This design comes from an exercise in tuning for small area, a short achievable clock period and few clock cycles on the open sky130 flow, not from production work. At most, simulation tests tie the RTL to the original design; equivalence was not proved. For runs 1 to 3, only the layout was checked, not whether the RTL still works.

$ cat flow/design.v
module SHA1_hash (
	clk,
	nreset,
	start_hash,
	message_addr,
	message_size,
	hash,
	done,
	port_A_data_out,
	port_A_addr
	);
input		clk;
input		nreset;
input		start_hash;
input	[31:0]	message_addr;
input	[31:0]	message_size;
output	[159:0]	hash;
output		done;
input	[31:0]	port_A_data_out;
output	[15:0]	port_A_addr;
localparam [31:0] IV0 = 32'h67452301;
localparam [31:0] IV1 = 32'hEFCDAB89;
localparam [31:0] IV2 = 32'h98BADCFE;
localparam [31:0] IV3 = 32'h10325476;
localparam [31:0] IV4 = 32'hC3D2E1F0;
reg		done;
reg		busy;
reg	[6:0]	tc;		 
reg		init;		 
reg		first;		 
reg		last;		 
reg		pad_done;	 
reg	[13:0]	dw;		 
reg	[13:0]	waddr;		 
reg	[31:0]	a, bq, cq, q, r;
reg	[31:0]	h0, h1, h2, h3, h4;
reg	[31:0]	w [0:15];
reg		rd_r, cap_r, lenw_r;
reg		dwz_r;		 
reg		f_ch_r, f_maj_r;
reg	[1:0]	k_r;
reg	[4:0]	st_r;		 
reg		rot_r;		 
reg		xrot_r, xun_r;	 
reg	[4:0]	hiv_r;		 
reg		injb_r, inja_r;
reg	[2:0]	ivb_r;		 
reg	[1:0]	iva_r;		 
assign port_A_addr = {waddr, 2'b00};
assign hash = {h0, h1, h2, h3, h4};
wire	[6:0]	tcn = start_hash ? 7'd78 : (tc == 7'd81) ? 7'd0 : tc + 7'd1;
wire		initn = start_hash ? 1'b1 : (tc == 7'd81) ? 1'b0 : init;
wire		firstn = start_hash ? 1'b1 : (tc == 7'd81 && !init) ? 1'b0 : first;
always @(posedge clk) begin
	tc      <= tcn;
	init    <= initn;
	first   <= firstn;
	rd_r    <= (tcn >= 7'd78) || (tcn <= 7'd11);
	cap_r   <= (tcn >= 7'd79) || (tcn <= 7'd12);
	f_ch_r  <= (tcn <= 7'd18) || (tcn >= 7'd81);
	f_maj_r <= (tcn >= 7'd39) && (tcn <= 7'd58);
	k_r     <= (tcn <= 7'd17 || tcn >= 7'd80) ? 2'd0 :
		   (tcn <= 7'd37) ? 2'd1 : (tcn <= 7'd57) ? 2'd2 : 2'd3;
	st_r    <= {tcn == 7'd80, tcn == 7'd79, tcn == 7'd78, tcn == 7'd77, tcn == 7'd76};
	rot_r   <= (tcn >= 7'd76) || (tcn <= 7'd3);
	xrot_r  <= (tcn >= 7'd76) && (tcn <= 7'd78);
	xun_r   <= (tcn == 7'd79) || (tcn == 7'd80);
	hiv_r   <= firstn ? {tcn == 7'd80, tcn == 7'd79, tcn == 7'd78, tcn == 7'd77, tcn == 7'd76} : 5'd0;
	injb_r  <= (tcn >= 7'd78) && (tcn <= 7'd80);
	inja_r  <= (tcn >= 7'd80);
	ivb_r   <= initn ? {tcn == 7'd78, tcn == 7'd79, tcn == 7'd80} : 3'd0;
	iva_r   <= initn ? {tcn == 7'd80, tcn == 7'd81} : 2'd0;
end
wire	[31:0]	mem_be = {port_A_data_out[7:0], port_A_data_out[15:8],
			  port_A_data_out[23:16], port_A_data_out[31:24]};
wire		part  = !pad_done && dwz_r;	 
wire		full  = !pad_done && !dwz_r;
wire	[1:0]	rb = message_size[1:0];
wire	[3:0]	keep = full ? 4'b1111 :
		       part ? (rb == 2'd0 ? 4'b0000 : rb == 2'd1 ? 4'b1000 :
			       rb == 2'd2 ? 4'b1100 : 4'b1110) : 4'b0000;
wire	[3:0]	p80  = part ? (rb == 2'd0 ? 4'b1000 : rb == 2'd1 ? 4'b0100 :
			       rb == 2'd2 ? 4'b0010 : 4'b0001) : 4'b0000;
wire	[31:0]	kmask = {{8{keep[3]}}, {8{keep[2]}}, {8{keep[1]}}, {8{keep[0]}}};
wire	[31:0]	pbits = {p80[3], 7'd0, p80[2], 7'd0, p80[1], 7'd0, p80[0], 7'd0} |
			(lenw_r ? {13'd0, message_size[15:0], 3'd0} : 32'd0);
wire	[31:0]	wmem  = (mem_be & kmask) | pbits;
wire	[31:0]	wx    = w[13] ^ w[8] ^ w[2] ^ w[0];
wire	[31:0]	wnew  = cap_r ? wmem : {wx[30:0], wx[31]};
wire	[13:0]	dw_dec = dw - 14'd1;
wire	[13:0]	dwn = start_hash ? message_size[15:2] : cap_r ? dw_dec : dw;
always @(posedge clk) begin
	dw <= dwn;
	dwz_r <= (dwn == 14'd0);
	waddr <= start_hash ? message_addr[15:2] : rd_r ? waddr + 14'd1 : waddr;
	if (start_hash)
		pad_done <= 1'b0;
	else if (cap_r && part)
		pad_done <= 1'b1;
	lenw_r <= (tcn == 7'd12) && pad_done;
	if (start_hash)
		last <= 1'b0;
	else if (lenw_r)
		last <= 1'b1;
end
wire	[31:0]	kc = (k_r == 2'd0) ? 32'h5A827999 : (k_r == 2'd1) ? 32'h6ED9EBA1 :
		     (k_r == 2'd2) ? 32'h8F1BBCDC : 32'hCA62C1D6;
wire	[31:0]	fb = a, fc = bq, fd = cq;
wire	[31:0]	fv = f_ch_r  ? ((fb & fc) | (~fb & fd)) :
		     f_maj_r ? ((fb & fc) | (fb & fd) | (fc & fd)) : (fb ^ fc ^ fd);
wire	[31:0]	r_next = cq + kc + w[15];
wire	[31:0]	q_next = fv + r;
wire	[31:0]	a_round = {a[26:0], a[31:27]} + q;
wire	[31:0]	x_ring = ({32{xun_r}} & a) | ({32{xrot_r}} & {a[1:0], a[31:2]});
wire	[31:0]	h_in = hiv_r[0] ? IV4 : hiv_r[1] ? IV3 : hiv_r[2] ? IV2 :
		       hiv_r[3] ? IV1 : hiv_r[4] ? IV0 : h4;
wire	[31:0]	h_sum = h_in + x_ring;
wire	[31:0]	tap_b = ivb_r[2] ? IV4 : ivb_r[1] ? IV3 : ivb_r[0] ? IV2 : h1;
wire	[31:0]	tap_a = iva_r[1] ? IV1 : iva_r[0] ? IV0 : h0;
integer i;
always @(posedge clk) begin
	for (i = 0; i < 15; i = i + 1)
		w[i] <= w[i+1];
	w[15] <= wnew;
	r  <= r_next;
	q  <= q_next;
	a  <= inja_r ? tap_a : a_round;
	bq <= injb_r ? tap_b : {a[1:0], a[31:2]};
	cq <= bq;
	if (busy && rot_r) begin
		h0 <= h_sum;
		h1 <= h0;
		h2 <= h1;
		h3 <= h2;
		h4 <= h3;
	end
end
always @(posedge clk or negedge nreset) begin
	if (!nreset) begin
		busy <= 1'b0;
		done <= 1'b0;
	end else if (!busy) begin
		if (start_hash) begin
			busy <= 1'b1;
			done <= 1'b0;
		end
	end else if (st_r[4] && last && !init) begin
		busy <= 1'b0;
		done <= 1'b1;
	end
end
endmodule
$ cat flow/run.sh
#!/bin/bash
# synth_recipe.tcl (not shown) runs the flow's synth.tcl, then flattens the netlist and writes it again
# the make line also repeats each setting of config.mk as NAME=value (left out here)
make -C /OpenROAD-flow-scripts/flow DESIGN_CONFIG=/design/flow/config.mk WORK_HOME=/design/flow/orfs CLKGATE_MAP_FILE= SYNTH_SCRIPT=/design/flow/synth_recipe.tcl finish
$ cat flow/config.mk
export PLATFORM = sky130hd
export DESIGN_NAME = SHA1_hash
export DESIGN_NICKNAME = SHA1_hash
export VERILOG_FILES = /design/flow/design.v
export SDC_FILE = /design/flow/constraint.sdc
export NUM_CORES = 4
export LEC_CHECK = 0
export CAP_MARGIN = 50
export CORE_MARGIN = 2
export CORE_UTILIZATION = 40
export SLEW_MARGIN = 50
$ cat flow/constraint.sdc
create_clock -name core_clock -period 8.0 [get_ports {clk}]
set_input_delay 1.6000 -clock core_clock [delete_from_list [all_inputs] [get_ports {clk}]]
set_output_delay 1.6000 -clock core_clock [all_outputs]
set_load 0.01 [all_outputs]
==> results of run 1 <==
routing by layer:
| metal | track usage, % | wire, um | up-vias |
|---|---|---|---|
| met5 | 0 | 7 | - |
| met3 | 3.21 | 3660 | 126 |
| li1 | - | - | 10200 |
| met1 | 25.2 | 36200 | 10100 |
| met2 | 30.5 | 37600 | 501 |
| met4 | 5.59 | 2100 | 2 |
metrics by stage:
stage          setup slack, ns  cell area, um^2  cells  hold slack, ns
6_report                  3.26            39400   4159           0.319
5_1_grt                   2.98            39400   4159           0.325
4_1_cts                   3.30            39400   4159           0.322
3_5_place_dp              3.36            36300   3994           0.312
3_3_place_gp              3.44            36200   3993           0.311
2_1_floorplan             3.44            32700   2756           0.310
area by class of cell:
cell class / count / area (um^2) / share of cell area, %
clock buffers: 129 / 2640 / 6.70
clock inverters: 36 / 432 / 1.10
inverters: 126 / 473 / 1.20
multi-input cells: 1659 / 12300 / 31.2
flip-flops and latches: 896 / 19700 / 50.0
well taps: 1060 / 1330 / 3.37
repair buffers: 253 / 2520 / 6.40
state kept, by name, indices dropped and copies added (netlist names), 2 cells and up:
register	count
h1	32
cq	32
h0	32
tc	7
w	512
waddr	14
bq	32
a	32
dw	14
q	32
r	32
h4	32
hiv_r	5
ivb_r	3
k_r	2
h3	32
h2	32
synthesized netlist by cell type (all sizes together) (5+ instances only):
cell type / n / area (um^2)
dfxtp: 720 / 14400
a21oi: 209 / 1050
xnor2: 176 / 1540
edfxtp: 174 / 5230
ha: 150 / 1880
nand2: 147 / 552
nor2: 147 / 552
inv: 126 / 473
o21ai: 126 / 634
a21o: 71 / 533
xor2: 64 / 561
clkbuf: 63 / 236
fa: 60 / 1200
a211oi: 50 / 380
nor2b: 44 / 275
nand3: 35 / 175
a22o: 34 / 298
mux2i: 32 / 320
nand2b: 31 / 194
nor3: 30 / 155
o21bai: 22 / 165
or2: 17 / 106
and3: 16 / 105
o22a: 16 / 140
o21a: 14 / 105
a22oi: 12 / 90.1
and2: 12 / 75.1
buf: 12 / 60.1
nand4: 12 / 75.1
o211ai: 11 / 82.6
or3: 11 / 73.8
a31oi: 10 / 62.6
o31ai: 9 / 72.6
mux2: 7 / 78.8
nor3b: 6 / 45.0
nor4: 6 / 43.8
a31o: 5 / 43.8
or4: 5 / 45.0
logic make-up after synthesis:
family / after synthesis / share of synthesized area, %
AOI/OAI and AO/OA: 634 / 12.5
xor gates and xnor gates: 240 / 6.42
adders and majority gates: 210 / 9.41
buffers and inverters: 201 / 2.35
DFF: 896 / 60.2
muxes: 39 / 1.22
other: 1 / 0.0115
and+or+nand+nor: 534 / 7.95
worst max-delay path by stage:
| stage | start | depth (start not counted) | endpoint | slack (ns) |
|---|---|---|---|---|
| finish | k_r[0] | 15 | r[31] | 3.26 |
| global route | k_r[0] | 15 | r[31] | 2.98 |
| CTS | k_r[0] | 15 | r[31] | 3.30 |
| global placement | k_r[0] | 15 | r[31] | 3.44 |
| detailed placement | k_r[0] | 15 | r[31] | 3.36 |
| floorplan | busy | 1 | h0[0] | 3.44 |
worst max-delay path: stages, from the launching register on:
cell and delay (ns):
dfxtp_1 0.62, inv_1 0.17, ha_1 0.31, or2_2 0.33, fa_1 0.39, ha_1 0.26, fa_1 0.49, a211oi_1 0.32
o21ai_0 0.16, a31o_2 0.25, a21o_1 0.27, a211oi_1 0.40, or3_1 0.22, a21oi_1 0.11, mux2i_1 0.15, o311ai_0 0.15
==> impl_metrics.toml, run 1 <==
[clock_tree]
cts-root-buf = "clkbuf_16"
numCtsBuffers = 91
cts.sinks = 896
clk_latency_ns = 0.65
htreeDepth = 3
ctsLongestPathBuffers = 3
cts_tree = "yes"
post_cts_buffers = 0
cts_resized = 0
clk_pin_slew_ns = 0.06
holdBufCountCts = 0

[placement]
routabilityCongestion = 0.925
portBuffers = 239
place_hpwl_um = 59100

[worst_hold_path]
hold_end = "w[13][31]"
min_from = "w[14][31]"
hold_class = "flip-flop to flip-flop"
hold_depth = 0

[yosys]
ys_dominant_reg_cell = "dfxtp_1"
ys_seq_elements = 896
ys_seq_area_share_pct = 60.2
yosysWarnings = 2
synth-edff-count = 174
synthDistinctLibCells = 86
syn_inst = 2755
syn_area_per_cell_um2 = 11.9
async_flop_share_pct = 0.223
synth_area_um2 = 32700

[cells_and_area]
fillCellCount = 7161
antenna_cells = 0
layout_commonest_cell = "dfxtp_1"
final_nets = 3336
finish.utilization_pct = 48.7
layout-drive-gt1-share_pct = 6.91
syn2layout_area_growth_pct = 20.4
final_cell_mix = "dfxtp_1 (713), clkdlybuf4s50_1 (238), a21oi_1 (206), xnor2_1 (176), edfxtp_1 (174)"

[die]
num_rows = 104
coreArea_um2 = 80800
top_level_ports = 276
dieWidth_um = 290
initial_core_util_pct = 40.5
die_h_um = 290
dieArea_um2 = 84100

[detailed_routing]
wl_per_cell_um = 19.1
drc = 0
vias_per_cell = 5.02
drt_iter0_drc = 1276
ant_nets = 0
wl_um = 79500
vias = 20900
firstDrtPassIters = 6

[timing]
totalNegativeSetupSlack_ns = 0
rsz0062_at_grt = "false"
fin_skew_ns = 0.0174
setup_viol = 0
hold_violations = 0
finalCriticalPeriod_ns = 4.74
max_slew.worst_pin.slew_ns = 0.693
max_freq_mhz = 211
fin_crit_sh_pct = 59.3
maxSlewHeadroom_pct = 53.8
maxSlewViolCount = 0

[critical_path]
reg2reg_depth = 15
worstReg2RegEnd = "r[31]"
rrSetupSlack_ns = 3.26
cp_max_fo = 7
reg2reg_from = "k_r[0]"
critPathLaunchType = "flip-flop"
crit_path_end_kind = "flip-flop"
arrival_ns = 5.24
crit_type = "flip-flop to flip-flop"
worstPathRequired_ns = 8.50

[grt]
grt_overflow_total = 0
grt_pass1_wl_um = 122000
grt_usage_pct = 18.6
grt_max_degree = 65
antenna_found_initial = 1
grt_pass1_vias = 20900

[outcome]
status = "complete, no violations"

[job]
cap_violations = 0
==> run 2: changes to the inputs <==
--- a/flow/config.mk
+++ b/flow/config.mk
@@ -9,3 +9,4 @@
 export CORE_MARGIN = 2
 export CORE_UTILIZATION = 40
+export SETUP_SLACK_MARGIN = 5
 export SLEW_MARGIN = 50
==> run 2 against run 1 <==
  * Non-clock buffer count rose by 273
  * Final area rose by 10%
  * Worst hold slack barely moved
  * Die area did not move
  * Synthesized area did not move
  * Maximum frequency rose by 29%
  * Via count rose by 6.9%
  * Register-to-register slack improved by 1.1 ns
  * Count of clock-buffer cells in the layout fell by 1
  * Critical path type unchanged
==> impl_metrics.toml, run 2 <==
[detailed_routing]
top_layer = "met4"
firstDrtPassIters = 5
wl_um = 87700
drc = 0
dr_wl_met3_um = 3730
drt_iter0_drc = 1464
vias = 22300
vias_per_cell = 5.03
wl_met1_um = 38700
wl_per_cell_um = 19.7
ant_nets = 0
met2_wirelength_um = 43200

[timing]
fin_skew_ns = 0.0282
max_slew.worst_pin.slew_ns = 0.683
max_freq_mhz = 271
finalCriticalPeriod_ns = 3.68
rsz0062_at_grt = "true"
setup_viol = 0
totalNegativeSetupSlack_ns = 0
fin_crit_sh_pct = 46.1
maxSlewHeadroom_pct = 54.5
maxSlewViolCount = 0
hold_violations = 0

[clock_tree]
numCtsBuffers = 93
holdBufCountCts = 0
cts.sinks = 896
clk_latency_ns = 0.67
htreeDepth = 3
cts-root-buf = "clkbuf_16"
clk_pin_slew_ns = 0.06
ctsLongestPathBuffers = 3
cts_tree = "yes"

[yosys]
synth_top_area_share_pct = 44.1
synth_area_um2 = 32700
yosysTopAreaCell = "dfxtp_1"
async_flop_share_pct = 0.223
ys_seq_elements = 896
ys_dominant_reg_cell = "dfxtp_1"
synth-edff-count = 174
syn_area_per_cell_um2 = 11.9
yosysWarnings = 2
synthTopCellsByCount = "dfxtp_1 (720), a21oi_1 (207), xnor2_1 (176)"
synthDistinctLibCells = 86
synth.most_common_cell = "dfxtp_1"
ys_seq_area_share_pct = 60.2
synth_area_leaders = "dfxtp_1 (44%), edfxtp_1 (16%), ha_1 (5.7%)"
syn_inst = 2755

[cells_and_area]
antenna_cells = 0
final_nets = 3611
regMostFlops = "w"
fillCellCount = 6858
layout_commonest_cell = "dfxtp_1"
multi_input_area_um2 = 13900
final_cell_mix = "dfxtp_1 (673), buf_4 (223), edfxtp_1 (174), xnor2_1 (170), a21oi_1 (157)"
syn2layout_area_growth_pct = 33.0
instances_no_fill = 4440
largest_reg_flops = 512
layout-drive-gt1-share_pct = 22.7
ff_latch_area_um2 = 19800

[die]
dieWidth_um = 290
num_rows = 104
top_level_ports = 276
initial_core_util_pct = 40.5
die_h_um = 290
dieArea_um2 = 84100
coreArea_um2 = 80800

[critical_path]
crit_path_end_kind = "flip-flop"
critPathLaunchType = "flip-flop"
worstReg2RegEnd = "q[30]"
crit_type = "flip-flop to flip-flop"
reg2reg_from = "a[0]"
worstPathRequired_ns = 8.59
arrival_ns = 4.28
reg2reg_depth = 17
rrSetupSlack_ns = 4.32
cp_max_fo = 4

[placement]
dp_cells = 3996
routabilityCongestion = 0.883
portBuffers = 239
place_hpwl_um = 59100

[grt]
antenna_found_initial = 0
grt_pass1_vias = 22600
grt_usage_pct = 20.0
grt_pass1_wl_um = 131000
grt_overflow_total = 0
grt_max_degree = 88

[worst_hold_path]
hold_class = "flip-flop to flip-flop"
hold_end = "w[10][29]"
hold_depth = 0
min_from = "w[11][29]"

[outcome]
status = "complete, no violations"

[job]
cap_violations = 0
-- run 2: cell type report --
type / instances / share of cell area (%)
inverter: 126 / 1.12
clock inverter: 45 / 1.29
sequential: 896 / 45.5
tap: 1060 / 3.05
timing repair buffer: 526 / 11.1
clock buffer: 128 / 6.08
multi-input combinational: 1659 / 31.9
-- run 2: per-layer routing --
| metal | vias up | track usage [%] |
|---|---|---|
| li1 | 10700 | - |
| met1 | 11000 | 26.3 |
| met2 | 513 | 34.2 |
| met3 | 132 | 2.94 |
| met4 | 0 | 5.54 |
| met5 | - | 0 |
-- run 2: how the worst max path moves through the flow --
stage	startpoint	endpoint	slack (ns)
after floorplan	a[0]	q[30]	4.67
after global placement	hiv_r[1]	h0[30]	3.57
after detailed placement	hiv_r[1]	h0[30]	3.88
after CTS	k_r[0]	r[31]	4.34
after global routing	a[0]	q[30]	4.18
final	a[0]	q[30]	4.32
-- run 2: cell families (layout without fill, tap and decap cells) --
logic type	Yosys count	count (layout)	synth area share, %
compound gates	634	634	12.5
other cells	1	2	0.0115
fa+ha+maj	210	210	9.41
buf+inv	201	825	2.35
mux	39	39	1.22
flops	896	896	60.2
simple gates	534	534	7.95
xor+xnor	240	240	6.42
-- run 2: repair_timing --
action	in CTS	in global routing
setup buffers	194	72
endpoints found under the setup margin	263	123
gates resized for setup	486	204
pin swaps	121	147
cloned	2	3
-- run 2: worst max-delay path: stages, from the launching register on --
cell and delay, ns:
dfxtp_4 0.36, fa_1 0.52, nor2b_1 0.13, a211oi_1 0.05, a21oi_1 0.17, ha_2 0.21
inv_2 0.04, fa_2 0.35, nor2b_1 0.13, o21a_1 0.21, o21ai_4 0.09, a211oi_4 0.34
a221oi_4 0.14, o31ai_4 0.19, buf_6 0.16, a31oi_4 0.11, o31ai_2 0.23, xor2_1 0.17
-- run 2: stage by stage --
| step | worst slack, ns | hold WS [ns] | cell area, um^2 | utilization [%] |
|---|---|---|---|---|
| finish | 4.32 | 0.319 | 43500 | 53.8 |
| global route | 4.18 | 0.319 | 43500 | 53.8 |
| CTS | 4.34 | 0.321 | 42100 | 52.1 |
| detailed placement | 3.88 | 0.312 | 36600 | 45.3 |
| global placement | 3.57 | 0.310 | 36500 | 45.2 |
| floorplan | 4.67 | 0.310 | 33000 | - |
==> run 3: changes to the inputs <==
--- a/flow/config.mk
+++ b/flow/config.mk
@@ -8,5 +8,5 @@
 export CAP_MARGIN = 50
 export CORE_MARGIN = 2
-export CORE_UTILIZATION = 40
+export CORE_UTILIZATION = 65
 export SETUP_SLACK_MARGIN = 5
 export SLEW_MARGIN = 50
==> run 3 against run 2 <==
  * Still clean on timing, DRC and antenna
  * Synthesized cell count unchanged
  * Register-to-register slack worse by 0.21 ns
  * Maximum frequency down 5.4%
  * Critical path depth down 2
  * Largest cell class unchanged
==> impl_metrics.toml, run 3 <==
[clock_tree]
clk_pin_slew_ns = 0.06
cts.sinks = 896
cts_tree = "yes"
numCtsBuffers = 86
cts-root-buf = "clkbuf_16"
holdBufCountCts = 0
ctsLongestPathBuffers = 3
htreeDepth = 3
clk_latency_ns = 0.67

[yosys]
synthTopCellsByCount = "dfxtp_1 (720), a21oi_1 (207), xnor2_1 (176)"
ys_dominant_reg_cell = "dfxtp_1"
ys_seq_elements = 896
synth-edff-count = 174
yosysWarnings = 2
yosysTopAreaCell = "dfxtp_1"
syn_area_per_cell_um2 = 11.9
synth_area_um2 = 32700
syn_inst = 2755
ys_seq_area_share_pct = 60.2
async_flop_share_pct = 0.223
synth.most_common_cell = "dfxtp_1"
synth_top_area_share_pct = 44.1
synth_area_leaders = "dfxtp_1 (44%), edfxtp_1 (16%), ha_1 (5.7%)"
synthDistinctLibCells = 86

[cells_and_area]
layout-drive-gt1-share_pct = 21.5
syn2layout_area_growth_pct = 30.4
multi_input_area_um2 = 13800
ff_latch_area_um2 = 19800
final_cell_mix = "dfxtp_1 (675), buf_4 (216), edfxtp_1 (174), xnor2_1 (168), a21oi_1 (160)"
layout_commonest_cell = "dfxtp_1"
fillCellCount = 2529
antenna_cells = 0
largest_reg_flops = 512
finish.utilization_pct = 85.4
regMostFlops = "w"
instances_no_fill = 4021
final_nets = 3585

[die]
initial_core_util_pct = 65.5
num_rows = 82
coreArea_um2 = 50000
top_level_ports = 276
dieArea_um2 = 52100
dieWidth_um = 228
die_h_um = 228

[critical_path]
critPathLaunchType = "flip-flop"
cp_max_fo = 5
crit_top_cell = "inv_1"
crit_path_max_incr_delay_ns = 0.50
cp_cell_sequence = "inv_4, ha_4, inv_1, fa_1, inv_1, ha_1, nand2_1, nor2_1, a221oi_2, o21bai_2, a211oi_4, or3_4, a21oi_4, mux2i_2, o311ai_2"
crit_path_end_kind = "flip-flop"
crit_type = "flip-flop to flip-flop"
worstPathRequired_ns = 8.53
arrival_ns = 4.43
cpMaxStageDelayCell = "fa_1"

[job]
cap_violations = 0

[detailed_routing]
firstDrtPassIters = 6
wl_um = 94700
drt_iter0_drc = 2115
vias = 23900
vias_per_cell = 5.93
ant_nets = 0
drc = 0
wl_per_cell_um = 23.6

[placement]
dp_cells = 3602
place_hpwl_um = 55800
portBuffers = 239
dp_slack_ns = 4.05
routabilityCongestion = 0.964

[timing]
rsz0062_at_grt = "true"
maxSlewViolCount = 0
setup_viol = 0
finalCriticalPeriod_ns = 3.90
totalNegativeSetupSlack_ns = 0
fin_crit_sh_pct = 48.7
maxSlewHeadroom_pct = 56.5
finalWorstSetupSlack_ns = 4.10
hold_violations = 0
fin_skew_ns = 0.0375
max_slew.worst_pin.slew_ns = 0.652
max_freq_mhz = 257

[grt]
grt_pass1_wl_um = 136000
grt_overflow_total = 0
grt_usage_pct = 33.9
grt_pass1_vias = 23800
grt_max_degree = 74
antenna_found_initial = 1

[worst_hold_path]
hold_class = "flip-flop to flip-flop"

[outcome]
status = "complete, no violations"
==> run 3: worst max-delay path, delay by kind of cell (launching register included) <==
kind                     cells  cell delay [ns]
adder cells (fa/ha/maj)      3             1.23
AO/OA/AOI/OAI                5             0.83
AND/OR/NAND/NOR              3             0.78
flip-flops                   1             0.43
multiplexers                 1             0.25
buffers and inverters        3             0.22
==> run 3: layout make-up <==
class / count / area share, %
clock inverters: 52 / 1.92
inverters: 126 / 1.13
repair buffers: 507 / 10.7
multi-input cells: 1659 / 32.4
clock buffers: 109 / 5.50
flip-flops and latches: 896 / 46.4
well taps: 672 / 1.97
==> run 3: kinds of logic (layout without fill, tap and decap cells) <==
family / Yosys count / count (layout) / share of synthesized area, %
adders and majority gates: 210 / 210 / 9.41
muxes: 39 / 39 / 1.22
and+or+nand+nor: 534 / 534 / 7.95
other: 1 / 2 / 0.0115
DFF: 896 / 896 / 60.2
xor gates and xnor gates: 240 / 240 / 6.42
buffers and inverters: 201 / 794 / 2.35
AOI/OAI and AO/OA: 634 / 634 / 12.5
==> run 3: final timing paths <==
check,startpoint,endpoint,cells past startpoint,slack [ns]
worst min-delay path,w[10][8],w[9][8],0,0.31
worst min register to register,w[10][8],w[9][8],0,0.31
min in group asynchronous,nreset,busy,1,1.12
worst max-delay path,k_r[0],r[31],15,4.10
worst max register to register,k_r[0],r[31],15,4.10
max in group asynchronous,nreset,done,1,6.76
==> run 3: metrics by stage <==
stage,hold slack [ns],instance area (um^2)
after global routing,0.322,42700
final,0.311,42700
after global placement,0.310,36000
after floorplan,0.310,33000
after CTS,0.312,41400
after detailed placement,0.312,36000
==> run 3: routing by layer <==
metal | up-vias | wire length, um | GRT usage (%) | part of all wire [%]
met5 | - | 0 | 0 | 0
met4 | 0 | 4510 | 14.1 | 4.8
met3 | 341 | 6870 | 5.81 | 7.2
met2 | 1163 | 47300 | 58.7 | 50
met1 | 11700 | 36100 | 42.3 | 38
li1 | 10600 | - | - | -
==> run 3: repair_timing <==
item | in CTS | in global routing
hold endpoints to repair | 0 | 0
gates cloned | 1 | 2
endpoints found under the setup margin | 256 | 114
pin swaps | 131 | 91
gates resized for setup | 418 | 159
buffers inserted | 182 | 72
==> run 4: changes to the inputs <==
--- a/flow/design.v
+++ b/flow/design.v
@@ -47,4 +47,20 @@
 reg	[2:0]	ivb_r;		 
 reg	[1:0]	iva_r;		 
+function [31:0] add32;
+	input [31:0] x, y;
+	reg [31:0] g, p, p0;
+	integer l, j;
+	begin
+		g = x & y;
+		p = x ^ y;
+		p0 = p;
+		for (l = 1; l < 32; l = l * 2)
+			for (j = 31; j >= l; j = j - 1) begin
+				g[j] = g[j] | (p[j] & g[j-l]);
+				p[j] = p[j] & p[j-l];
+			end
+		add32 = p0 ^ {g[30:0], 1'b0};
+	end
+endfunction
 assign port_A_addr = {waddr, 2'b00};
 assign hash = {h0, h1, h2, h3, h4};
@@ -109,11 +125,13 @@
 wire	[31:0]	fv = f_ch_r  ? ((fb & fc) | (~fb & fd)) :
 		     f_maj_r ? ((fb & fc) | (fb & fd) | (fc & fd)) : (fb ^ fc ^ fd);
-wire	[31:0]	r_next = cq + kc + w[15];
-wire	[31:0]	q_next = fv + r;
-wire	[31:0]	a_round = {a[26:0], a[31:27]} + q;
+wire	[31:0]	r_s = cq ^ kc ^ w[15];
+wire	[31:0]	r_c = (cq & kc) | (cq & w[15]) | (kc & w[15]);
+wire	[31:0]	r_next = add32(r_s, {r_c[30:0], 1'b0});
+wire	[31:0]	q_next = add32(fv, r);
+wire	[31:0]	a_round = add32({a[26:0], a[31:27]}, q);
 wire	[31:0]	x_ring = ({32{xun_r}} & a) | ({32{xrot_r}} & {a[1:0], a[31:2]});
 wire	[31:0]	h_in = hiv_r[0] ? IV4 : hiv_r[1] ? IV3 : hiv_r[2] ? IV2 :
 		       hiv_r[3] ? IV1 : hiv_r[4] ? IV0 : h4;
-wire	[31:0]	h_sum = h_in + x_ring;
+wire	[31:0]	h_sum = add32(h_in, x_ring);
 wire	[31:0]	tap_b = ivb_r[2] ? IV4 : ivb_r[1] ? IV3 : ivb_r[0] ? IV2 : h1;
 wire	[31:0]	tap_a = iva_r[1] ? IV1 : iva_r[0] ? IV0 : h0;
--- a/flow/config.mk
+++ b/flow/config.mk
@@ -8,5 +8,7 @@
 export CAP_MARGIN = 50
 export CORE_MARGIN = 2
-export CORE_UTILIZATION = 65
+export CORE_UTILIZATION = 40
+export CTS_CLUSTER_DIAMETER = 100
+export CTS_CLUSTER_SIZE = 30
 export SETUP_SLACK_MARGIN = 5
 export SLEW_MARGIN = 50
==> run 4 against run 3 <==
  * Core utilization is 35 points lower
  * Register-to-register slack better by 0.19 ns
  * First-iteration DRC count is 33% lower
  * Non-clock buffer count is 8 lower
  * Cell count is 8.2% higher
  * Via count is 7.1% lower
  * Count of clock-buffer cells in the layout is 68 lower
  * Largest cell class unchanged
  * Highest routed layer unchanged
==> impl_metrics.toml, run 4 <==
[yosys]
synth.most_common_cell = "dfxtp_1"
syn_inst = 2803
synthTopCellsByCount = "dfxtp_1 (720), a21oi_1 (210), xnor2_1 (185)"
synthDistinctLibCells = 80
yosysTopAreaCell = "dfxtp_1"
syn_area_per_cell_um2 = 11.7
async_flop_share_pct = 0.223
ys_seq_elements = 896
synth-edff-count = 174
synth_top_area_share_pct = 43.9
synth_area_um2 = 32900
ys_dominant_reg_cell = "dfxtp_1"
synth_area_leaders = "dfxtp_1 (44%), edfxtp_1 (16%), ha_1 (5.7%)"
yosysWarnings = 2
ys_seq_area_share_pct = 59.9

[clock_tree]
cts-root-buf = "clkbuf_16"
cts.sinks = 896
clk_latency_ns = 0.64
cts_tree = "yes"
clk_pin_slew_ns = 0.11
numCtsBuffers = 40
htreeDepth = 2
ctsLongestPathBuffers = 3

[detailed_routing]
drt_iter0_drc = 1408
drc = 0
ant_nets = 0
wl_per_cell_um = 19.9
firstDrtPassIters = 5
vias_per_cell = 5.09
vias = 22200
wl_um = 86700

[timing]
max_freq_mhz = 270
hold_violations = 0
setup_viol = 0
maxSlewViolCount = 0
finalWorstSetupSlack_ns = 4.29
fin_crit_sh_pct = 46.3
fin_skew_ns = 0.0375
maxSlewHeadroom_pct = 54.5
rsz0062_at_grt = "true"
max_slew.worst_pin.slew_ns = 0.679
totalNegativeSetupSlack_ns = 0
finalCriticalPeriod_ns = 3.71

[job]
cap_violations = 0

[grt]
grt_pass1_vias = 22500
antenna_found_initial = 0
grt_max_degree = 65
grt_usage_pct = 19.9
grt_pass1_wl_um = 132000
grt_overflow_total = 0

[die]
dieArea_um2 = 84500
coreArea_um2 = 81700
initial_core_util_pct = 40.2
die_h_um = 291
top_level_ports = 276
num_rows = 105
dieWidth_um = 291

[cells_and_area]
fillCellCount = 7225
final_nets = 3568
final_cell_mix = "dfxtp_1 (676), buf_4 (212), a21oi_1 (177), xnor2_1 (174), edfxtp_1 (174)"
layout_commonest_cell = "dfxtp_1"
syn2layout_area_growth_pct = 25.2
regMostFlops = "w"
largest_reg_flops = 512
antenna_cells = 0
ff_latch_area_um2 = 19800
layout-drive-gt1-share_pct = 18.4
multi_input_area_um2 = 13700

[critical_path]
cp_cell_sequence = "fa_1, nor2b_2, a211oi_2, a21oi_2, ha_1, buf_4, o21ai_4, o21ai_2, a2111oi_4, o31ai_4, a22o_4, a211oi_4, buf_4, o21ai_2, xnor2_2"
critPathLaunchType = "flip-flop"
crit_path_max_incr_delay_ns = 0.47
cpMaxStageDelayCell = "a2111oi_4"
arrival_ns = 4.20
crit_type = "flip-flop to flip-flop"
cp_max_fo = 4
reg2reg_depth = 15
crit_path_end_kind = "flip-flop"
worstPathRequired_ns = 8.50

[outcome]
status = "complete, no violations"

[placement]
place_hpwl_um = 60200
routabilityCongestion = 0.904
dp_slack_ns = 3.97
portBuffers = 239

[worst_hold_path]
hold_class = "flip-flop to flip-flop"
hold_depth = 0
run 4: final cells by class:
class / instances / share of cell area, %
Clock buffer: 41 / 2.44
Clock inverter: 19 / 0.675
Inverter: 145 / 1.35
Multi-Input combinational cell: 1681 / 33.3
Sequential cell: 896 / 48.1
Tap cell: 1070 / 3.25
Timing Repair Buffer: 499 / 10.9
run 4: timing repair:
item                                    4_1_cts  5_1_grt
buffers inserted                            169       72
endpoints found under the setup margin      255      104
pin swaps                                    78      109
hold buffers                                  0        0
resized for setup                           420      178
run 4: final timing paths:
kind,startpoint,end,slack (ns)
min in group asynchronous,nreset,done,1.14
hold / removal,w[6][27],w[5][27],0.32
setup / recovery,a[2],q[29],4.29
hold reg to reg,w[6][27],w[5][27],0.32
max in group asynchronous,nreset,busy,6.75
setup reg to reg,a[2],q[29],4.29
run 4: kinds of logic (layout without fill, tap and decap cells):
family,count (synthesis),in the layout,share of synthesized area [%]
simple gates,550,550,8.03
other cells,1,2,0.0114
mux,34,34,1.05
fa+ha+maj,212,212,9.33
buf+inv,227,704,2.65
xor+xnor,249,249,6.64
flops,896,896,59.9
compound gates,634,634,12.4
run 4: per-stage QoR:
stage | area (um^2) | hold slack (ns) | util [%] | std cells
after global routing | 41100 | 0.314 | 50.3 | 4351
final | 41100 | 0.318 | 50.3 | 4351
after global placement | 36700 | 0.310 | 44.9 | 4047
after floorplan | 33200 | 0.310 | - | 2804
after detailed placement | 36700 | 0.312 | 45.0 | 4050
after CTS | 39800 | 0.318 | 48.7 | 4279
run 4: worst max-delay path: cells and delay by family (launching register included):
family                   cells  cell delay [ns]
flip-flops                   1             0.38
buffers and inverters        2             0.32
adder cells (fa/ha/maj)      2             0.78
AND/OR/NAND/NOR              1             0.17
XOR/XNOR                     1             0.16
AO/OA/AOI/OAI                9             1.77
run 4: layer usage:
layer / track usage, % / share of wire [%] / routed length (um)
met2: 33.5 / 47 / 40900
met3: 2.65 / 4.6 / 4010
met4: 5.07 / 2.6 / 2230
met1: 27.2 / 46 / 39600
met5: 0 / 0 / 0
Testbench counts of run 4, summed over its fixed seeds: cycles 51,526.
==> run 5: changes to the inputs <==
--- a/flow/config.mk
+++ b/flow/config.mk
@@ -9,4 +9,5 @@
 export CORE_MARGIN = 2
 export CORE_UTILIZATION = 40
+export CTS_BUF_LIST = sky130_fd_sc_hd__clkbuf_8 sky130_fd_sc_hd__clkbuf_16
 export CTS_CLUSTER_DIAMETER = 100
 export CTS_CLUSTER_SIZE = 30
==> run 5 against run 4 <==
  * Sequential share of layout area unchanged
  * Core utilization did not move
  * Count of clock-buffer cells in the layout shrank 1
  * Worst hold slack did not move
  * Setup slack barely moved
  * Final area unchanged
  * Highest routed layer unchanged
  * Clock skew hardly changed
  * Flip-flop and latch count stayed put
  * Global-route usage is the same
  * Still clean on timing, DRC and antenna
  * Via count is essentially flat
  * Maximum frequency is essentially flat
  * First-iteration DRC count did not move
==> impl_metrics.toml, run 5 <==
[outcome]
status = "complete, no violations"

[worst_hold_path]
min_from = "w[6][27]"
hold_depth = 0
hold_end = "w[5][27]"
hold_class = "flip-flop to flip-flop"

[timing]
holdWs_ns = 0.318
max_slew.worst_pin.slew_ns = 0.679
totalNegativeSetupSlack_ns = 0
maxSlewViolCount = 0
hold_violations = 0
fin_skew_ns = 0.0375
rsz0062_at_grt = "true"
fin_crit_sh_pct = 46.3
setup_viol = 0
maxSlewHeadroom_pct = 54.5
finalCriticalPeriod_ns = 3.71
max_freq_mhz = 270

[die]
dieWidth_um = 291
coreArea_um2 = 81700
initial_core_util_pct = 40.2
dieArea_um2 = 84500
die_h_um = 291
top_level_ports = 276
num_rows = 105

[clock_tree]
clk_pin_slew_ns = 0.11
cts-root-buf = "clkbuf_16"
ctsLongestPathBuffers = 3
numCtsBuffers = 40
cts.sinks = 896
clk_latency_ns = 0.64
htreeDepth = 2
cts_tree = "yes"

[detailed_routing]
ant_nets = 0
vias = 22200
drt_iter0_drc = 1408
firstDrtPassIters = 5
wl_um = 86700
wl_per_cell_um = 19.9
vias_per_cell = 5.09
drc = 0

[yosys]
synthDistinctLibCells = 80
synth_area_leaders = "dfxtp_1 (44%), edfxtp_1 (16%), ha_1 (5.7%)"
yosysTopAreaCell = "dfxtp_1"
synth.most_common_cell = "dfxtp_1"
syn_inst = 2803
synth-edff-count = 174
ys_seq_elements = 896
yosysWarnings = 2
synth_top_area_share_pct = 43.9
syn_area_per_cell_um2 = 11.7
synth_area_um2 = 32900
ys_dominant_reg_cell = "dfxtp_1"
synthTopCellsByCount = "dfxtp_1 (720), a21oi_1 (210), xnor2_1 (185)"
ys_seq_area_share_pct = 59.9
async_flop_share_pct = 0.223

[critical_path]
crit_type = "flip-flop to flip-flop"
cp_num_buf_inv = 2
worstPathRequired_ns = 8.50
reg2reg_depth = 15
critPathLaunchType = "flip-flop"
worstReg2RegEnd = "q[29]"
crit_path_max_incr_delay_ns = 0.47
cp_cell_sequence = "fa_1, nor2b_2, a211oi_2, a21oi_2, ha_1, buf_4, o21ai_4, o21ai_2, a2111oi_4, o31ai_4, a22o_4, a211oi_4, buf_4, o21ai_2, xnor2_2"
cp_max_fo = 4
arrival_ns = 4.20
crit_path_end_kind = "flip-flop"
cpMaxStageDelayCell = "a2111oi_4"
rrSetupSlack_ns = 4.29
crit_family = "compound AO/OA/AOI/OAI gates"
reg2reg_from = "a[2]"

[placement]
portBuffers = 239
place_hpwl_um = 60200
routabilityCongestion = 0.904
dp_cells = 4050

[cells_and_area]
antenna_cells = 0
finish.utilization_pct = 50.3
regMostFlops = "w"
final_nets = 3568
largest_reg_flops = 512
syn2layout_area_growth_pct = 25.2
layout-drive-gt1-share_pct = 18.4
layout_commonest_cell = "dfxtp_1"
fillCellCount = 7225
instances_no_fill = 4351
final_cell_mix = "dfxtp_1 (676), buf_4 (212), a21oi_1 (177), xnor2_1 (174), edfxtp_1 (174)"

[grt]
grt_overflow_total = 0
grt_pass1_wl_um = 132000
grt_usage_pct = 19.9
grt_max_degree = 65
grt_pass1_vias = 22500
antenna_found_initial = 0

[job]
cap_violations = 0
## run 5: worst max-delay path by stage
stage	to	slack (ns)	start	depth (start not counted)
after global routing	q[31]	4.14	a[2]	15
after CTS	q[24]	4.17	cq[0]	17
final	q[29]	4.29	a[2]	15
after floorplan	h0[30]	4.60	hiv_r[4]	15
after global placement	h0[30]	3.78	hiv_r[4]	13
after detailed placement	r[29]	3.97	k_r[0]	17
## run 5: cells by family (layout without fill, tap and decap cells)
logic type               count (synthesis)  after routing  synth area share [%]
adder cells (fa/ha/maj)                212            212                  9.33
multiplexers                            34             34                  1.05
other                                    1              2                0.0114
buffers and inverters                  227            704                  2.65
flip-flops                             896            896                  59.9
XOR/XNOR                               249            249                  6.64
AND/OR/NAND/NOR                        550            550                  8.03
AO/OA/AOI/OAI                          634            634                  12.4
## run 5: what timing repair did
item | CTS | global route
setup endpoints to repair | 255 | 104
pin swaps | 78 | 109
hold buffers | 0 | 0
endpoints found under the hold margin | 0 | 0
resized for setup | 420 | 178
cloned | 0 | 0
buffers inserted | 169 | 72
## run 5: through the flow
| stage | area, um^2 | worst slack (ns) |
|---|---|---|
| 3_3_place_gp | 36700 | 3.78 |
| 6_report | 41100 | 4.29 |
| 5_1_grt | 41100 | 4.14 |
| 2_1_floorplan | 33200 | 4.60 |
| 3_5_place_dp | 36700 | 3.97 |
| 4_1_cts | 39800 | 4.17 |
## run 5: routing by layer
layer / up-vias / routed length (um) / GRT usage, %
met4: 0 / 2240 / 5.07
met3: 115 / 4010 / 2.65
li1: 10600 / - / -
met2: 608 / 40900 / 33.5
met1: 10800 / 39600 / 27.2
met5: - / 0 / 0
## run 5: final cells by class
class	instances	area, um^2	share of cell area, %
Sequential cell	896	19800	48.1
Multi-Input combinational cell	1681	13700	33.3
Timing Repair Buffer	499	4470	10.9
Tap cell	1070	1340	3.25
Clock buffer	40	1000	2.43
Inverter	145	557	1.35
Clock inverter	20	282	0.684
==> run 6: changes to the inputs <==
--- a/flow/config.mk
+++ b/flow/config.mk
@@ -9,7 +9,4 @@
 export CORE_MARGIN = 2
 export CORE_UTILIZATION = 40
-export CTS_BUF_LIST = sky130_fd_sc_hd__clkbuf_8 sky130_fd_sc_hd__clkbuf_16
-export CTS_CLUSTER_DIAMETER = 100
-export CTS_CLUSTER_SIZE = 30
 export SETUP_SLACK_MARGIN = 5
 export SLEW_MARGIN = 50
==> run 6 against run 5 <==
  * Maximum frequency up 0.70%
  * Clock skew up 0.024 ns
  * Critical path depth unchanged
  * First-iteration DRC count about the same
  * Final area up 4.8%
  * Synthesized cell count unchanged
  * Still clean
  * Via count up 2.0%
==> impl_metrics.toml, run 6 <==
[yosys]
synthTopCellsByCount = "dfxtp_1 (720), a21oi_1 (210), xnor2_1 (185)"
yosysWarnings = 2
synth_area_leaders = "dfxtp_1 (44%), edfxtp_1 (16%), ha_1 (5.7%)"
ys_seq_area_share_pct = 59.9
async_flop_share_pct = 0.223
ys_seq_elements = 896
syn_inst = 2803
synth.most_common_cell = "dfxtp_1"
ys_dominant_reg_cell = "dfxtp_1"
synth-edff-count = 174
synth_top_area_share_pct = 43.9
syn_area_per_cell_um2 = 11.7
yosysTopAreaCell = "dfxtp_1"
synth_area_um2 = 32900
synthDistinctLibCells = 80

[placement]
place_hpwl_um = 60200
portBuffers = 239
routabilityCongestion = 0.904

[critical_path]
arrival_ns = 4.20
worstPathRequired_ns = 8.52
cp_max_fo = 4
crit_path_end_kind = "flip-flop"
crit_type = "flip-flop to flip-flop"
critPathLaunchType = "flip-flop"

[clock_tree]
htreeDepth = 3
cts.sinks = 896
clk_latency_ns = 0.67
clk_pin_slew_ns = 0.07
cts-root-buf = "clkbuf_16"
holdBufCountCts = 0
numCtsBuffers = 91
ctsLongestPathBuffers = 3
cts_tree = "yes"

[timing]
rsz0062_at_grt = "true"
hold_violations = 0
max_slew.worst_pin.slew_ns = 0.655
max_freq_mhz = 272
maxSlewViolCount = 0
fin_skew_ns = 0.0619
fin_crit_sh_pct = 46.0
holdWs_ns = 0.314
finalCriticalPeriod_ns = 3.68
setup_viol = 0
totalNegativeSetupSlack_ns = 0
maxSlewHeadroom_pct = 56.2

[detailed_routing]
wl_per_cell_um = 19.8
ant_nets = 0
dr_wl_met3_um = 4830
drt_iter0_drc = 1407
wl_met1_um = 39400
top_layer = "met5"
vias_per_cell = 5.07
met2_wirelength_um = 41400
drc = 0
vias = 22600
wl_um = 88500
firstDrtPassIters = 5

[die]
coreArea_um2 = 81700
dieArea_um2 = 84500
dieWidth_um = 291
die_h_um = 291
top_level_ports = 276
initial_core_util_pct = 40.2
num_rows = 105

[grt]
grt_usage_pct = 20.5
grt_overflow_total = 0
grt_max_degree = 65
grt_pass1_wl_um = 135000
grt_pass1_vias = 23200
antenna_found_initial = 2

[cells_and_area]
layout_commonest_cell = "dfxtp_1"
largest_reg_flops = 512
finish.utilization_pct = 52.7
layout-drive-gt1-share_pct = 21.7
final_nets = 3621
regMostFlops = "w"
antenna_cells = 0
final_cell_mix = "dfxtp_1 (675), buf_4 (211), a21oi_1 (177), edfxtp_1 (174), xnor2_1 (172)"
syn2layout_area_growth_pct = 31.1

[outcome]
status = "complete, no violations"

[worst_hold_path]
hold_class = "flip-flop to flip-flop"

[job]
cap_violations = 0
## run 6: worst max-delay path: stages (launching register included)
cell	delay, ns
dfxtp_4	0.36
fa_1	0.52
nor2b_1	0.19
a211oi_2	0.06
a21oi_2	0.16
ha_1	0.27
nor2b_2	0.16
o31a_1	0.26
o2111ai_1	0.19
nand3_1	0.15
o31a_1	0.33
a221oi_4	0.25
buf_6	0.17
a211oi_4	0.07
a31oi_1	0.23
xnor2_1	0.17
## run 6: metrics by stage
| stage | area, um^2 | std cells | setup slack (ns) |
|---|---|---|---|
| after floorplan | 33200 | 2804 | 4.60 |
| after global placement | 36700 | 4047 | 3.78 |
| after detailed placement | 36700 | 4050 | 3.97 |
| after CTS | 41800 | 4393 | 4.15 |
| after global routing | 43100 | 4460 | 4.15 |
| final | 43100 | 4460 | 4.32 |
## run 6: final timing paths
path                            to  cells past startpoint  slack, ns      from
min reg2reg                w[9][2]                      0       0.31  w[10][2]
max reg2reg                  q[24]                     15       4.32      a[2]
min in group asynchronous     busy                      1       1.10    nreset
min                        w[9][2]                      0       0.31  w[10][2]
max in group asynchronous     done                      1       6.78    nreset
max                          q[24]                     15       4.32      a[2]
## run 6: area by class of cell
| cell class | instances | area, um^2 |
|---|---|---|
| Clock buffer | 126 | 2640 |
| Clock inverter | 41 | 510 |
| Fill cell | 6992 | 38600 |
| Inverter | 145 | 557 |
| Multi-Input combinational cell | 1681 | 13800 |
| Sequential cell | 896 | 19800 |
| Tap cell | 1070 | 1340 |
| Timing Repair Buffer | 501 | 4430 |
## run 6: logic make-up after synthesis
group,after synthesis,share of synthesized area [%]
multiplexers,34,1.05
other,1,0.0114
adder cells (fa/ha/maj),212,9.33
AND/OR/NAND/NOR,550,8.03
AO/OA/AOI/OAI,634,12.4
flip-flops,896,59.9
XOR/XNOR,249,6.64
buffers and inverters,227,2.65
## run 6: what timing repair did
action	CTS	global route
resized for setup	445	227
setup buffers	176	67
endpoints found under the setup margin	255	120
pin swaps	90	109
## run 6: metal layers
layer / up-vias / track usage (%)
met5: - / 0
met4: 2 / 6.28
met3: 157 / 3.39
met2: 686 / 33.9
met1: 11000 / 27.5
li1: 10800 / -
==> run 7: changes to the inputs <==
--- a/flow/config.mk
+++ b/flow/config.mk
@@ -9,4 +9,7 @@
 export CORE_MARGIN = 2
 export CORE_UTILIZATION = 40
+export CTS_BUF_LIST = sky130_fd_sc_hd__clkbuf_8
+export CTS_CLUSTER_DIAMETER = 60
+export CTS_CLUSTER_SIZE = 20
 export SETUP_SLACK_MARGIN = 5
 export SLEW_MARGIN = 50
==> run 7 against run 6 <==
  * Still clean
  * Synthesized area is the same
  * Maximum frequency shrank 0.46%
  * First-iteration DRC count grew 4.6%
  * Sequential share of layout area grew 2.3 points
  * Global-route usage shrank 0.12 points
  * Register-to-register slack lost 0.02 ns
  * Clock skew shrank 0.0065 ns
  * Count of clock-buffer cells in the layout shrank 51
  * Critical endpoint is now q[29]
==> impl_metrics.toml, run 7 <==
[cells_and_area]
final_cell_mix = "dfxtp_1 (678), buf_4 (243), a21oi_1 (181), edfxtp_1 (174), xnor2_1 (172)"
layout-drive-gt1-share_pct = 25.5
final_nets = 3628
largest_reg_flops = 512
layout_commonest_cell = "dfxtp_1"
syn2layout_area_growth_pct = 24.9
finish.utilization_pct = 50.3
regMostFlops = "w"

[detailed_routing]
firstDrtPassIters = 5
drc = 0
wl_per_cell_um = 19.7
drt_iter0_drc = 1472
wl_um = 87500
ant_nets = 0
vias = 22500
vias_per_cell = 5.06

[yosys]
synth.most_common_cell = "dfxtp_1"
synthTopCellsByCount = "dfxtp_1 (720), a21oi_1 (210), xnor2_1 (185)"
syn_inst = 2803
synth_area_leaders = "dfxtp_1 (44%), edfxtp_1 (16%), ha_1 (5.7%)"
yosysWarnings = 2
synth_top_family_by_area = "compound AO/OA/AOI/OAI gates"
synth.mux.area_fraction_pct = 1.05
synthDistinctLibCells = 80
synth_fa_ha_area_share_pct = 9.33
ys_seq_area_share_pct = 59.9
synth_compound_area_share_pct = 12.4
synth-edff-count = 174
ys_dominant_reg_cell = "dfxtp_1"
synth_xor_area_share_pct = 6.64
syn_area_per_cell_um2 = 11.7
ys_seq_elements = 896
synth_top_area_share_pct = 43.9
yosysTopAreaCell = "dfxtp_1"
synth_area_um2 = 32900
synth_simple_gate_area_share_pct = 8.03
async_flop_share_pct = 0.223

[timing]
max_slew.worst_pin.slew_ns = 0.663
holdWs_ns = 0.308
rsz0062_at_grt = "true"
maxSlewViolCount = 0
setup_viol = 0
fin_skew_ns = 0.0554
fin_crit_sh_pct = 46.2
maxSlewHeadroom_pct = 55.7
max_freq_mhz = 270
totalNegativeSetupSlack_ns = 0
finalCriticalPeriod_ns = 3.70
hold_violations = 0
finalWorstSetupSlack_ns = 4.30

[clock_tree]
numCtsBuffers = 73
htreeDepth = 3
clk_pin_slew_ns = 0.12
cts_tree = "yes"
holdBufCountCts = 0
ctsLongestPathBuffers = 3
clk_latency_ns = 0.73
cts.sinks = 896
cts-root-buf = "clkbuf_8"

[critical_path]
crit_path_end_kind = "flip-flop"
cpMaxStageDelayCell = "fa_1"
worstPathRequired_ns = 8.58
reg2reg_depth = 14
cp_num_buf_inv = 2
arrival_ns = 4.28
rrSetupSlack_ns = 4.30
crit_family = "compound AO/OA/AOI/OAI gates"
cp_cell_sequence = "fa_1, mux2i_1, o21ai_2, buf_4, ha_4, a211oi_4, o21ai_4, a2111oi_4, o31ai_4, a22o_4, a211oi_4, buf_4, o21ai_2, xnor2_2"
crit_type = "flip-flop to flip-flop"
cp_max_fo = 3
crit_path_max_incr_delay_ns = 0.54
crit_cells = 14
critPathLaunchType = "flip-flop"

[placement]
routabilityCongestion = 0.904
portBuffers = 239
dp_slack_ns = 3.97
place_hpwl_um = 60200

[die]
top_level_ports = 276
dieArea_um2 = 84500
dieWidth_um = 291
num_rows = 105
die_h_um = 291
initial_core_util_pct = 40.2
coreArea_um2 = 81700

[worst_hold_path]
hold_depth = 0
hold_class = "flip-flop to flip-flop"

[grt]
grt-busiest-layer = "met2"
grt_pass1_vias = 23100
grt_overflow_total = 0
grt_max_degree = 65
grt_usage_pct = 20.4
grt_pass1_wl_um = 134000
antenna_found_initial = 1
grt.met3_usage_pct = 3.17
met2_usage_pct = 33.6
grtUsageMet1_pct = 27.4

[job]
cap_violations = 0

[outcome]
status = "complete, no violations"
run 7: cell counts after synthesis:
Identical to the previous run, type by type.
run 7: what timing repair did:
item	4_1_cts	5_1_grt
buffers inserted	216	52
gates resized for setup	872	135
pin swaps	99	89
endpoints found under the setup margin	255	121
run 7: cell type report:
type	instances	area, um^2
antenna	2	5.00
multi-input combinational	1681	13700
tap	1070	1340
fill	7237	40700
clock buffer	75	1030
timing repair buffer	526	3940
clock inverter	46	648
sequential	896	19800
inverter	145	554
run 7: final timing paths:
| path | from | to |
|---|---|---|
| setup / recovery | a[1] | q[29] |
| hold / removal | w[4][23] | w[3][23] |
| setup reg to reg | a[1] | q[29] |
| hold reg to reg | w[4][23] | w[3][23] |
| max in group asynchronous | nreset | done |
| min in group asynchronous | nreset | busy |
run 7: kinds of logic (layout without fill, tap and decap cells):
group	after synthesis	count (layout)
other	1	4
AO/OA/AOI/OAI	634	634
AND/OR/NAND/NOR	550	550
buffers and inverters	227	792
adder cells (fa/ha/maj)	212	212
flip-flops	896	896
XOR/XNOR	249	249
multiplexers	34	34
run 7: metrics by stage:
stage          cell area (um^2)  std cells
6_report                  41100       4441
5_1_grt                   41100       4440
4_1_cts                   40200       4387
3_5_place_dp              36700       4050
3_3_place_gp              36700       4047
2_1_floorplan             33200       2804
run 7: metal layers:
layer | wire (um) | up-vias | share of wire [%]
met1 | 39500 | 10900 | 45
li1 | - | 10800 | -
met2 | 41000 | 651 | 47
met3 | 4310 | 165 | 4.9
met5 | 0 | - | 0
met4 | 2760 | 0 | 3.1
==> run 8: changes to the inputs <==
--- a/flow/config.mk
+++ b/flow/config.mk
@@ -11,5 +11,6 @@
 export CTS_BUF_LIST = sky130_fd_sc_hd__clkbuf_8
 export CTS_CLUSTER_DIAMETER = 60
-export CTS_CLUSTER_SIZE = 20
+export CTS_CLUSTER_SIZE = 16
+export PLACE_DENSITY = 0.75
 export SETUP_SLACK_MARGIN = 5
 export SLEW_MARGIN = 50
==> run 8 against run 7 <==
  * Still clean
  * Synthesized cell count unchanged
  * Register-to-register slack improved by 0.03 ns
  * Via count fell by 0.48%
  * Setup slack improved by 0.029 ns
  * Synthesized area is the same
  * Maximum frequency grew 0.80%
  * Worst hold slack lost 0.015 ns
  * Cell count shrank 1.1%
==> impl_metrics.toml, run 8 <==
[clock_tree]
numCtsBuffers = 72
clk_latency_ns = 0.74
ctsLongestPathBuffers = 3
cts-root-buf = "clkbuf_8"
holdBufCountCts = 0
cts.sinks = 896
clk_pin_slew_ns = 0.10
htreeDepth = 3
cts_tree = "yes"

[yosys]
synth_top_area_share_pct = 43.9
async_flop_share_pct = 0.223
synth_area_um2 = 32900
yosysWarnings = 2
syn_area_per_cell_um2 = 11.7
ys_dominant_reg_cell = "dfxtp_1"
synth_area_leaders = "dfxtp_1 (44%), edfxtp_1 (16%), ha_1 (5.7%)"
syn_inst = 2803
synth-edff-count = 174
synthDistinctLibCells = 80
synthTopCellsByCount = "dfxtp_1 (720), a21oi_1 (210), xnor2_1 (185)"
yosysTopAreaCell = "dfxtp_1"
synth.most_common_cell = "dfxtp_1"
ys_seq_area_share_pct = 59.9
ys_seq_elements = 896

[cells_and_area]
ff_latch_area_um2 = 19800
syn2layout_area_growth_pct = 22.3
finish.utilization_pct = 49.2
layout-drive-gt1-share_pct = 23.0
instances_no_fill = 4394
multi_input_area_um2 = 13500
final_cell_mix = "dfxtp_1 (677), buf_4 (215), a21oi_1 (184), xnor2_1 (179), edfxtp_1 (174)"
fillCellCount = 7114
final_nets = 3594
layout_commonest_cell = "dfxtp_1"
regMostFlops = "w"
design_area_um2 = 40200
largest_reg_flops = 512

[timing]
max_slew.worst_pin.slew_ns = 0.710
maxSlewHeadroom_pct = 52.5
fin_skew_ns = 0.0639
rsz0062_at_grt = "true"
finalCriticalPeriod_ns = 3.67
fin_crit_sh_pct = 45.9
max_freq_mhz = 273
hold_violations = 0
totalNegativeSetupSlack_ns = 0
maxSlewViolCount = 0
setup_viol = 0

[worst_hold_path]
hold_class = "flip-flop to flip-flop"

[detailed_routing]
wl_um = 82900
vias_per_cell = 5.09
ant_nets = 0
vias = 22400
drt_iter0_drc = 1741
firstDrtPassIters = 5
wl_per_cell_um = 18.9
drc = 0

[placement]
place_hpwl_um = 55900
routabilityCongestion = 0.920
dp_cells = 4042
portBuffers = 239
placed_area_um2 = 36700

[critical_path]
cp_max_fo = 4
crit_top_cell = "o31a_1"
crit_path_end_kind = "flip-flop"
cp_num_buf_inv = 1
crit_path_max_incr_delay_ns = 0.49
worstPathRequired_ns = 8.57
crit_type = "flip-flop to flip-flop"
critPathLaunchType = "flip-flop"
arrival_ns = 4.24
cpMaxStageDelayCell = "fa_1"
crit_family = "compound AO/OA/AOI/OAI gates"
cp_cell_sequence = "fa_1, nor2b_4, a211oi_2, a21oi_2, ha_2, inv_2, fa_2, nor2b_2, o31a_1, o2111ai_2, nand3_2, o31a_1, a221oi_4, a21bo_4, o41ai_4, xor2_1"

[grt]
grt_pass1_vias = 21600
grt_pass1_wl_um = 123000
antenna_found_initial = 3
grt_overflow_total = 0
grt_max_degree = 70
grt_usage_pct = 18.6

[die]
coreArea_um2 = 81700
top_level_ports = 276
num_rows = 105
dieArea_um2 = 84500
initial_core_util_pct = 40.2
die_h_um = 291
dieWidth_um = 291

[job]
cap_violations = 0

[outcome]
status = "complete, no violations"
==> run 8: cell counts after synthesis <==
No cell type changed its count.
==> run 8: worst paths after layout <==
kind	startpoint	endpoint	slack, ns	depth (start not counted)
worst max-delay path	a[0]	q[30]	4.33	16
worst min-delay path	w[7][29]	w[6][29]	0.29	0
worst max register to register	a[0]	q[30]	4.33	16
worst min register to register	w[7][29]	w[6][29]	0.29	0
max in group asynchronous	nreset	done	6.84	1
min in group asynchronous	nreset	busy	1.04	1
==> run 8: area by class of cell <==
class | instances | area share [%]
Clock buffer | 74 | 2.53
Timing Repair Buffer | 493 | 9.16
Tap cell | 1070 | 3.33
Multi-Input combinational cell | 1681 | 33.6
Antenna cell | 1 | 0.00622
Clock inverter | 34 | 0.669
Sequential cell | 896 | 49.2
Inverter | 145 | 1.40
==> run 8: cell families (layout without fill, tap and decap cells) <==
logic type,count (synthesis),after routing,synth area share [%]
AOI/OAI and AO/OA,634,634,12.4
xor gates and xnor gates,249,249,6.64
adders and majority gates,212,212,9.33
buffers and inverters,227,746,2.65
DFF,896,896,59.9
muxes,34,34,1.05
other,1,3,0.0114
and+or+nand+nor,550,550,8.03
==> run 8: per-layer routing <==
layer | wire length (um) | up-vias | track usage [%]
met5 | 13 | - | 0
met4 | 3050 | 2 | 7.78
met2 | 40600 | 711 | 31.6
met3 | 4980 | 185 | 3.37
met1 | 34300 | 10800 | 23.4
li1 | - | 10700 | -
==> run 8: per-stage QoR <==
stage / setup WS, ns / hold WS, ns
after global routing: 4.19 / 0.311
final: 4.33 / 0.293
after CTS: 4.24 / 0.296
after detailed placement: 4.03 / 0.312
after floorplan: 4.60 / 0.310
after global placement: 3.85 / 0.310
==> run 8: timing repair <==
action | in CTS | in global routing
endpoints found under the hold margin | 0 | 0
buffers inserted | 196 | 47
resized for setup | 839 | 121
endpoints found under the setup margin | 253 | 89
pin swaps | 79 | 67

[separate check: timing with driven ports]
The results above use ideal ports. As a check the final layouts listed here were re-extracted and re-timed, cells and wires unchanged. Step 1 sets driving cells, clkbuf_16 on the clock port and buf_2 on the other inputs (assumed; they add their load-dependent delay and slew). Step 2 also shifts input and output timing later by t, the mid clock arrival at the registers, as if the neighbouring blocks saw the same clock. Three values: no drivers, after step 1, after step 2; two values: the first two.
| run | shift t [ns] | setup slack, ns | hold slack, ns | worst data-port slew with drivers (ns) |
|---|---|---|---|---|
| run 1 | 0.698 | 3.256 / 3.256 / 3.256 | 0.319 / 0.319 / 0.319 | 0.06 |
| run 2 | 0.717 | 4.315 / 4.315 / 4.315 | 0.319 / 0.319 / 0.319 | 0.06 |
| run 3 | 0.718 | 4.103 / 4.103 / 4.103 | 0.311 / 0.311 / 0.311 | 0.05 |
| run 4 | 0.672 | 4.293 / 4.293 / 4.293 | 0.318 / 0.318 / 0.318 | 0.05 |
| run 5 | 0.672 | 4.293 / 4.293 / 4.293 | 0.318 / 0.318 / 0.318 | 0.05 |
| run 6 | 0.702 | 4.319 / 4.319 / 4.319 | 0.314 / 0.314 / 0.314 | 0.05 |
| run 7 | 0.761 | 4.302 / 4.302 / 4.302 | 0.308 / 0.308 / 0.308 | 0.05 |
| run 8 | 0.762 | 4.332 / 4.332 / 4.332 | 0.293 / 0.293 / 0.293 | 0.08 |
After both steps every run listed still meets setup and hold.
